Context: an optimization exercise on an open-source flow, tuned for small area, a short achievable clock period and few clock cycles per item. The choices shown serve that exercise and are no tape-out recipe.
RTL that was checked went through simulation tests only; none was proved equivalent to the original.

Setup of willow:
// brick_sort
module brick_sort
   (
    clk,
    rst,
    src_tvalid,
    src_tready,
    src_tdata_raw,
    dest_tvalid,
    dest_tready,
    dest_tdata_raw
    );
Settings: LEC_CHECK=0, CAP_MARGIN=20, CORE_MARGIN=2, CORE_UTILIZATION=40, SETUP_SLACK_MARGIN=3.0, SLEW_MARGIN=20; clock period 6.0 ns.
run.sh (not shown) runs the stock make flow with config.mk's settings and CLKGATE_MAP_FILE= SYNTH_SCRIPT=/design/flow/synth_recipe.tcl, a recipe that flattens the netlist after the stock synthesis.
The inputs of yarrow differ from those of willow as listed below.
Settings: SETUP_SLACK_MARGIN removed (was 3.0).
[summary]
Measured against yarrow, the final-layout fill cell count of willow comes out at 0.837 times the reference value. | clock skew | willow vs yarrow | ≈ equal |. On detailed route wirelength on metal3: between yarrow and willow, it ends up higher for willow. | routed wire length | lower: yarrow |.
diff inputs: yarrow => violet
Settings: ABC_AREA newly set to 1; SETUP_SLACK_MARGIN newly set to 3.0.
Results
On starting utilization of the core area, violet and yarrow are neck and neck. yarrow reports its most common library cell in the layout ignoring fill and taps as dfxtp_1 while violet reports nand2_1. violet against yarrow: buffer count excluding the clock tree in the final layout climbed 548; time the final worst path needs with I/O delays and setup now sits lower. Taking violet as 1.0, yarrow lands at 0.931 on die extent in x.
Function was not checked in any run of this note: the RTL went through the layout flow alone.

========
run a:
brick_sort, a different RTL version from the one above (not shown whole).
For scale: about 5,100 cells after synthesis, about 780 flip-flops, ~37,000 µm² of cells after synthesis.
clock: 6.0 ns
lec_check: 0
cap_margin: 20
core_margin: 2
core_utilization: 40
cts_buf_list: sky130_fd_sc_hd__clkbuf_8
setup_slack_margin: 3.3
slew_margin: 20
standard.sh (not shown) runs the stock make flow with config.mk's settings and CLKGATE_MAP_FILE= SYNTH_SCRIPT=/design/flow/synth_recipe.tcl, a recipe that flattens the netlist after the stock synthesis.
==> flow/flow/run.sh <==
#!/bin/bash
# Layout flow: the standard flow (standard.sh), except that the
# synthesis step maps the logic with the delay-driven ABC script in
# flow/abc_speed.script instead of ORFS's abc_speed.script.  Synthesis is
# otherwise ORFS's, run by standard.sh with the standard flow's synthesis script, so the
# registers (names, count, cell types) are those of the standard synthesis.
set -euo pipefail
here=$(pwd)
rm -rf "$here/scripts_abc"
cp -r "$FLOW_HOME/scripts" "$here/scripts_abc"
cp "$here/flow/abc_speed.script" "$here/scripts_abc/abc_speed.script"
bash standard.sh SCRIPTS_DIR="$here/scripts_abc" synth > "$here/synth.log" 2>&1
bash standard.sh > "$here/layout.log" 2>&1
==> flow/flow/abc_speed.script <==
strash
dch -f
map -D 1500
topo
buffer -p
upsize -D 1500
dnsize -D 1500
stime -p
Run a finished every stage and its layout cleared the timing, design-rule and antenna checks.
Input-level comparison between run b and run a:
- swapping 3.3 for 2.9 in SETUP_SLACK_MARGIN
## What came out
Against run a, run b comes in 6.0 points higher on sequential cell area share. Re summed area of non-filler cells in the final layout: run b is about 18% down on run a. Against run a, run b comes in 28 points lower on post-synthesis to final-layout area growth. Net count of the finished layout (run b over run a): decrease, 429. Looking at aggregate global-route resource usage, run b sits 2.6 points lower than run a does. The higher count of clock buffers in the final design of run a and run b is in run a. Setup slack in run b is smaller than in run a. Against run a, run b reports a number of global-route vias before repair that is lower. Higher count of buffers not belonging to the clock network in the layout goes to run a over run b. Compared with run a, run b shows CTS buffer count that has gone down slightly.
No functional check of the RTL was part of any run of this note.

========
Setup of run A:
brick_sort, a different RTL version from the one above (not shown whole).
Size in the first run: ~4700 cells after synthesis, ~260 I/O pins.
==> flow/config.mk <==
export PLATFORM = sky130hd
export DESIGN_NAME = brick_sort
export DESIGN_NICKNAME = brick_sort
export VERILOG_FILES = /design/flow/design.v
export SDC_FILE = /design/flow/constraint.sdc
export NUM_CORES = 4
export LEC_CHECK = 0
export CAP_MARGIN = 20
export CORE_MARGIN = 2
export CORE_UTILIZATION = 55
export CTS_BUF_LIST = sky130_fd_sc_hd__clkbuf_8
export CTS_CLUSTER_DIAMETER = 45
export CTS_CLUSTER_SIZE = 18
export PLACE_DENSITY = 0.7
export SETUP_SLACK_MARGIN = 3.0
export SLEW_MARGIN = 20
==> flow/constraint.sdc <==
create_clock -name core_clock -period 6.0 [get_ports {clk}]
set_input_delay 1.2000 -clock core_clock [delete_from_list [all_inputs] [get_ports {clk}]]
set_output_delay 1.2000 -clock core_clock [all_outputs]
set_load 0.01 [all_outputs]
==> flow/flow/run.sh <==
#!/bin/bash
# Layout flow: the standard flow (standard.sh) with two changes:
#  - the synthesis step maps the logic with the delay-driven ABC script in
#    flow/abc_speed.script instead of ORFS's abc_speed.script; synthesis is
#    otherwise ORFS's, run by standard.sh with the standard flow's synthesis script, so
#    the registers (names, count, cell types) are those of the standard
#    synthesis;
#  - every input and output port still gets its own buffer, but a
#    buf_1 (BUFFER_PORTS_ARGS) instead of the cell buffer_ports picks.
# Each step's full output is in synth.log and layout.log here, and ORFS's
# per-step logs are under orfs/logs.
set -euo pipefail
here=$(pwd)
rm -rf "$here/scripts_abc"
cp -r "$FLOW_HOME/scripts" "$here/scripts_abc"
cp "$here/flow/abc_speed.script" "$here/scripts_abc/abc_speed.script"
bash standard.sh SCRIPTS_DIR="$here/scripts_abc" synth > "$here/synth.log" 2>&1
bash standard.sh BUFFER_PORTS_ARGS="-buffer_cell sky130_fd_sc_hd__buf_1" finish > "$here/layout.log" 2>&1
Scripts as last shown in full above: flow/flow/abc_speed.script
Testbench counts of run A, summed over its fixed seeds: cycles 1,000, items 960.
Changes in run B relative to run A:
# run A
export LEC_CHECK = 0
export CAP_MARGIN = 20
export CORE_MARGIN = 2
export CORE_UTILIZATION = 55
export CTS_BUF_LIST = sky130_fd_sc_hd__clkbuf_8
export CTS_CLUSTER_DIAMETER = 45
export CTS_CLUSTER_SIZE = 18
export PLACE_DENSITY = 0.7
export SETUP_SLACK_MARGIN = 3.0
export SLEW_MARGIN = 20
create_clock -name core_clock -period 6.0 [get_ports {clk}]
# run B
export LEC_CHECK = 0
export CAP_MARGIN = 20
export CORE_MARGIN = 2
export CORE_UTILIZATION = 40
export CTS_BUF_LIST = sky130_fd_sc_hd__clkbuf_8
export SETUP_SLACK_MARGIN = 3.0
export SLEW_MARGIN = 20
create_clock -name core_clock -period 6.0 [get_ports {clk}]
==> flow/flow/abc_speed.script <==
strash
dch -f
map -D 1800
topo
buffer -p
upsize -D 1800
dnsize -D 1800
stime -p
Notes after the runs:
On design area: between run A and run B, it ends up lower for run A.
A highest layer used for signal routing of met4 is what run A shows, while met5 belongs to run B.
[compare] base=run A new=run B: post-DP HPWL shows an increase of about 2.5%, final critical-path required period shows an increase of 0.069 ns.
The area growth from synthesis to layout number comes out lower for run A vs run B.
Comparing final clock period utilization by the worst path for run A and run B, the smaller number came from run A.
Diff run B..run A | number of input and output port buffers inserted | unchanged
On clock skew after layout, run B tracks run A almost exactly.
What run C does differently from run B at the input level:
# run B
export LEC_CHECK = 0
export CAP_MARGIN = 20
export CORE_MARGIN = 2
export CORE_UTILIZATION = 40
export CTS_BUF_LIST = sky130_fd_sc_hd__clkbuf_8
export SETUP_SLACK_MARGIN = 3.0
export SLEW_MARGIN = 20
create_clock -name core_clock -period 6.0 [get_ports {clk}]
# run C
export LEC_CHECK = 0
export CAP_MARGIN = 20
export CORE_MARGIN = 2
export CORE_UTILIZATION = 55
export CTS_BUF_LIST = sky130_fd_sc_hd__clkbuf_8
export CTS_CLUSTER_DIAMETER = 50
export CTS_CLUSTER_SIZE = 16
export PLACE_DENSITY = 0.7
export SETUP_SLACK_MARGIN = 3.0
export SLEW_MARGIN = 20
create_clock -name core_clock -period 6.0 [get_ports {clk}]
==> flow/flow/abc_speed.script <==
strash
dch -f
map -D 1500
topo
buffer -p
upsize -D 1500
dnsize -D 1500
stime -p
Findings:
- Run B was larger in final cell area than run C.
- The lower global-route usage of run C and run B is in run B.
- Die boundary height was higher in run B than in run C.
- Run C: flow completed, timing, DRC and antenna clean
- Diff run B -> run C: growth of design area from synthesis to finish went down, pin slew with the least headroom to its limit went down.
## Diff of input files: run D against run C
# run C
export LEC_CHECK = 0
export CAP_MARGIN = 20
export CORE_MARGIN = 2
export CORE_UTILIZATION = 55
export CTS_BUF_LIST = sky130_fd_sc_hd__clkbuf_8
export CTS_CLUSTER_DIAMETER = 50
export CTS_CLUSTER_SIZE = 16
export PLACE_DENSITY = 0.7
export SETUP_SLACK_MARGIN = 3.0
export SLEW_MARGIN = 20
create_clock -name core_clock -period 6.0 [get_ports {clk}]
# run D
export LEC_CHECK = 0
export CAP_MARGIN = 20
export CORE_MARGIN = 2
export CORE_UTILIZATION = 40
export CTS_BUF_LIST = sky130_fd_sc_hd__clkbuf_8
export SETUP_SLACK_MARGIN = 3.0
export SLEW_MARGIN = 20
create_clock -name core_clock -period 6.0 [get_ports {clk}]
Results
- Run D against run C: fraction of the cycle the final worst path needs has decreased.
- Routed wire length in run D vs run C: up 8100 um
- Status | run C and run D | clean
- Compared with run C, in run D number of clock-tree buffers in the layout now sits higher, utilization now sits lower, largest net degree at the start of global routing now sits lower, fmax now sits higher, slew of the pin with the lowest slew margin now sits lower.
- | count of multi-input combinational gates | run D vs run C | 0.36% higher |
- Sequential share of layout area: run D lower than run C

========
brick_sort, a different RTL version from the one above (not shown whole).
For scale: about 260 I/O pins.
Settings: LEC_CHECK=0, CAP_MARGIN=20, CORE_MARGIN=2, CORE_UTILIZATION=40, SETUP_SLACK_MARGIN=3.0, SLEW_MARGIN=20; clock period 6.0 ns.
run.sh (not shown) runs the stock make flow with config.mk's settings and CLKGATE_MAP_FILE= SYNTH_SCRIPT=/design/flow/synth_recipe.tcl, a recipe that flattens the netlist after the stock synthesis.
Stock flow here: none of the scripts above is used.
The starting point went through all stages and came out clean.
Rerun with:
- SETUP_SLACK_MARGIN: 3.0 -> unset
Outcome: The new run finished clean. Hold slack gets worse by 12 ps. Final area falls by about 20%. Global-route usage came out lower by 3.3 points.
Function was not checked in any run of this note: the RTL went through the layout flow alone.

========
brick_sort with an RTL version that a note above also has.
For scale: ~4700 cells after synthesis, ~650 flip-flops, about 260 I/O pins, about 0.034 mm2 of cells after synthesis.
Settings: LEC_CHECK=0, CAP_MARGIN=20, CORE_MARGIN=2, CORE_UTILIZATION=55, CTS_BUF_LIST=sky130_fd_sc_hd__clkbuf_8, PLACE_DENSITY=0.7, SETUP_SLACK_MARGIN=3.1, SLEW_MARGIN=20; clock period 6.0 ns.
standard.sh (not shown) runs the stock make flow with config.mk's settings and CLKGATE_MAP_FILE= SYNTH_SCRIPT=/design/flow/synth_recipe.tcl, a recipe that flattens the netlist after the stock synthesis.
==> flow/flow/abc_speed.script <==
strash
dch -f
map -D 1500
topo
buffer -p
upsize -D 1500
dnsize -D 1500
stime -p
Scripts as last shown in full above: flow/flow/run.sh
The first run completed with no timing, DRC or antenna violations.
Testbench counts at the start, summed over its fixed seeds: cycles 1,000, items 960.
Rerun with:
--- a/flow/config.mk
+++ b/flow/config.mk
@@ -10 +10 @@
-export CORE_UTILIZATION = 55
+export CORE_UTILIZATION = 40
@@ -12,2 +12 @@
-export PLACE_DENSITY = 0.7
-export SETUP_SLACK_MARGIN = 3.1
+export SETUP_SLACK_MARGIN = 3.15
After rerunning: Routed wire length grows by about 8%; utilization shrinks by 16 points; first-iteration DRC count shrinks by about 16%; clock-buffer cell count grows by 8; via count grows by 2.0%; cell area grows by 6.3%; worst setup slack improved by 0.079 ns; cell count grows by 7.7%; global-route usage shrinks by 7.4 points; critical path depth is unchanged.
Rerun with:
==> flow/flow/abc_speed.script (replaced) <==
strash
dch -f
map -D 1650
topo
buffer -p
upsize -D 1650
dnsize -D 1650
stime -p
--- a/flow/config.mk
+++ b/flow/config.mk
@@ -10 +10 @@
-export CORE_UTILIZATION = 40
+export CORE_UTILIZATION = 55
@@ -12 +12,2 @@
-export SETUP_SLACK_MARGIN = 3.15
+export PLACE_DENSITY = 0.7
+export SETUP_SLACK_MARGIN = 3.0
Outcome:
- setup slack loses 0.073 ns
- count of clock-buffer cells in the layout decreases by 4
- routed wire length decreases by 7.9%
- final cell count decreases by about 7%
Rerun with:
==> flow/flow/abc_speed.script (replaced) <==
strash
dch -f
map -D 1500
topo
buffer -p
upsize -D 1500
dnsize -D 1500
stime -p
--- a/flow/config.mk
+++ b/flow/config.mk
@@ -8 +8 @@
-export CAP_MARGIN = 20
+export CAP_MARGIN = 5
@@ -14 +14 @@
-export SLEW_MARGIN = 20
+export SLEW_MARGIN = 5
After rerunning: The new run finished clean; maximum frequency shrinks slightly; register-to-register slack gets worse by 0.03 ns; core utilization fell by 2.8 points; wire length is lower by a few percent; global-route usage shrinks by 0.13 points.
Rerun with:
--- a/flow/config.mk
+++ b/flow/config.mk
@@ -8 +8 @@
-export CAP_MARGIN = 5
+export CAP_MARGIN = 20
@@ -14 +14 @@
-export SLEW_MARGIN = 5
+export SLEW_MARGIN = 20
What happened:
- count of clock-buffer cells in the layout stays the same
- routed wire length stays the same
- worst hold slack is unchanged
- worst setup slack is unchanged

========
Another version of the RTL of brick_sort (not shown whole).
Size in the first run: about 1400 flip-flops, ~260 I/O pins, roughly 0.051 mm2 of cells after synthesis.
make LEC_CHECK=0 CAP_MARGIN=20 CORE_MARGIN=2 CORE_UTILIZATION=40 SLEW_MARGIN=20 finish   # period 6.0 ns
run.sh (not shown) runs the stock make flow with config.mk's settings and CLKGATE_MAP_FILE= SYNTH_SCRIPT=/design/flow/synth_recipe.tcl, a recipe that flattens the netlist after the stock synthesis.
Stock flow here: none of the scripts above is used.
Change:
Settings changed: SETUP_SLACK_MARGIN set to 3.4.
=> The changed run completed with no timing, DRC or antenna violations; sequential share of layout area came out higher by 0.35 points; die area stays the same; final area came out lower by 0.71%; critical path depth does not change.
No run of this note included a check of the RTL's function; only the layout flow was run.

========
Another version of the RTL of brick_sort (not shown whole).
Size: roughly 4,800 cells after synthesis, roughly 36,000 sq um of cells after synthesis.
clock: 6.0 ns
lec_check: 0
cap_margin: 20
core_margin: 2
core_utilization: 40
cts_buf_list: sky130_fd_sc_hd__clkbuf_8
setup_slack_margin: 2.9
slew_margin: 20
standard.sh (not shown) runs the stock make flow with config.mk's settings and CLKGATE_MAP_FILE= SYNTH_SCRIPT=/design/flow/synth_recipe.tcl, a recipe that flattens the netlist after the stock synthesis.
==> flow/flow/run.sh <==
#!/bin/bash
# Layout flow: the standard flow (standard.sh) with two changes:
#  - the synthesis step maps the logic with the delay-driven ABC script in
#    flow/abc_speed.script instead of ORFS's abc_speed.script; synthesis is
#    otherwise ORFS's, run by standard.sh with the standard flow's synthesis script, so
#    the registers (names, count, cell types) are those of the standard
#    synthesis;
#  - every input and output port still gets its own buffer, but a
#    buf_2 (BUFFER_PORTS_ARGS) instead of the cell buffer_ports picks.
# Each step's full output is in synth.log and layout.log here, and ORFS's
# per-step logs are under orfs/logs.
set -euo pipefail
here=$(pwd)
rm -rf "$here/scripts_abc"
cp -r "$FLOW_HOME/scripts" "$here/scripts_abc"
cp "$here/flow/abc_speed.script" "$here/scripts_abc/abc_speed.script"
bash standard.sh SCRIPTS_DIR="$here/scripts_abc" synth > "$here/synth.log" 2>&1
bash standard.sh BUFFER_PORTS_ARGS="-buffer_cell sky130_fd_sc_hd__buf_2" finish > "$here/layout.log" 2>&1
==> flow/flow/abc_speed.script <==
strash
dch -f
map -D 1500
topo
buffer -p
upsize -D 1500
dnsize -D 1500
stime -p
The starting point ran to the end with no violations.
Testbench counts at the start, summed over its fixed seeds: cycles 1,008, items 960.
Rerun with:
==> flow/flow/run.sh (replaced) <==
#!/bin/bash
# Layout flow: the standard flow (standard.sh), except that the
# synthesis step maps the logic with the delay-driven ABC script in
# flow/abc_speed.script instead of ORFS's abc_speed.script.  Synthesis is
# otherwise ORFS's, run by standard.sh with the standard flow's synthesis script, so the
# registers (names, count, cell types) are those of the standard synthesis.
set -euo pipefail
here=$(pwd)
rm -rf "$here/scripts_abc"
cp -r "$FLOW_HOME/scripts" "$here/scripts_abc"
cp "$here/flow/abc_speed.script" "$here/scripts_abc/abc_speed.script"
bash standard.sh SCRIPTS_DIR="$here/scripts_abc" synth > "$here/synth.log" 2>&1
bash standard.sh > "$here/layout.log" 2>&1
==> flow/flow/abc_speed.script (replaced) <==
strash
dch -f
map -D 1200
topo
buffer -p
upsize -D 1200
dnsize -D 1200
stime -p
Outcome:
- The changed run passed the timing, design-rule and antenna checks
- cell area climbs by 33%
- worst setup slack is worse by 66 ps
- count of clock-buffer cells in the layout climbs by 4
- cell count came out higher by 35%
- wire length is higher by 70%
- synthesized area goes up by 25%
Rerun with:
==> flow/flow/abc_speed.script (replaced) <==
strash
dch -f
map -D 1500
topo
buffer -p
upsize -D 1500
dnsize -D 1500
stime -p
SETUP_SLACK_MARGIN = 2.5   (was 2.9)
Global-route usage goes down by 9.7 points.
Routed wire length goes down by well over a third.
Via count goes down by a quarter to a third.
Clock-buffer cell count goes down by 5.
Clock skew goes down by 23 ps.
Design area goes down by a quarter to a third.
Worst setup slack degrades by 270 ps.
Fmax goes down by a little under a tenth.
Final cell count goes down by a quarter to a third.
Rerun with:
SETUP_SLACK_MARGIN = 2.9   (was 2.5)
=> The new run produced a clean layout. Utilization increases by 1.2 points. Cell count came out higher by 0.72%. Area after synthesis stays the same. Design area grows by 2.4%. Routed wire length came out higher by 2.0%. Worst hold slack stays flat. Fmax is higher by 11%. Critical path depth went up by 10. Synthesized cell count is unchanged.

[static timing again, ports no longer ideal]
Ports are ideal in the flow. The routed layouts listed here were re-timed in OpenROAD.
Step 1 (the two cells are an assumption about what drives the block):
set clk [get_ports {clk}]
set_driving_cell -lib_cell sky130_fd_sc_hd__clkbuf_16 $clk
set_driving_cell -lib_cell sky130_fd_sc_hd__buf_2 [delete_from_list [all_inputs] $clk]
Step 2 moves the port delays by t, midway between the first and last clock arrival at a register: inputs arrive t later, outputs are due t later. That takes back most of the time a late clock gives input paths.
a / b / c = ideal ports / drivers / drivers and shift; a / b = the first two.
run	t, ns	setup slack, ns	worst setup path at the end	clock arrival spread, ns
willow	0.712	2.539 / 2.539 / 2.355	input to register	0.029 / 0.028
yarrow	0.714	1.630 / 1.630 / 1.630	register to register	0.027 / 0.028
violet	0.756	2.791 / 2.791 / 2.386	input to register	0.039 / 0.039
run a of note 2	0.883	3.081 / 3.081 / 2.465	input to register	0.038 / 0.038
run b of note 2	0.867	2.865 / 2.865 / 2.182	input to register	0.038 / 0.039
run A of note 3	0.745	3.048 / 3.048 / 2.364	input to register	0.039 / 0.038
run B of note 3	0.794	2.979 / 2.979 / 2.401	input to register	0.037 / 0.037
run C of note 3	0.745	2.900 / 2.900 / 2.430	input to register	0.040 / 0.040
run D of note 3	0.800	3.035 / 3.035 / 2.406	input to register	0.055 / 0.055
the first run of note 4	0.724	2.308 / 2.308 / 1.821	input to register	0.037 / 0.036
the second run of note 4	0.716	1.230 / 1.230 / 1.108	input to register	0.031 / 0.031
the first run of note 5	0.776	3.010 / 3.010 / 2.337	input to register	0.029 / 0.029
the second run of note 5	0.805	3.089 / 3.089 / 2.552	input to register	0.054 / 0.055
the third run of note 5	0.788	3.015 / 3.015 / 2.335	input to register	0.037 / 0.037
the fourth run of note 5	0.774	2.988 / 2.988 / 2.297	input to register	0.028 / 0.028
the fifth run of note 5	0.774	2.988 / 2.988 / 2.297	input to register	0.028 / 0.028
the first run of note 6	0.839	2.025 / 1.988 / 1.930	input to register	0.027 / 0.027
the second run of note 6	0.833	3.013 / 2.964 / 2.838	input to register	0.027 / 0.027
the first run of note 7	0.865	2.932 / 2.932 / 2.313	input to register	0.031 / 0.031
the second run of note 7	0.943	2.866 / 2.866 / 2.016	input to register	0.059 / 0.059
the third run of note 7	0.861	2.592 / 2.565 / 1.845	input to register	0.042 / 0.042
the fourth run of note 7	0.866	2.919 / 2.919 / 2.187	input to register	0.042 / 0.042
After both steps every run listed still meets setup and hold. The setup slack of the second run of note 7, which loses most, moves by 0.000 ns with the drivers and by -0.850 ns with both steps.
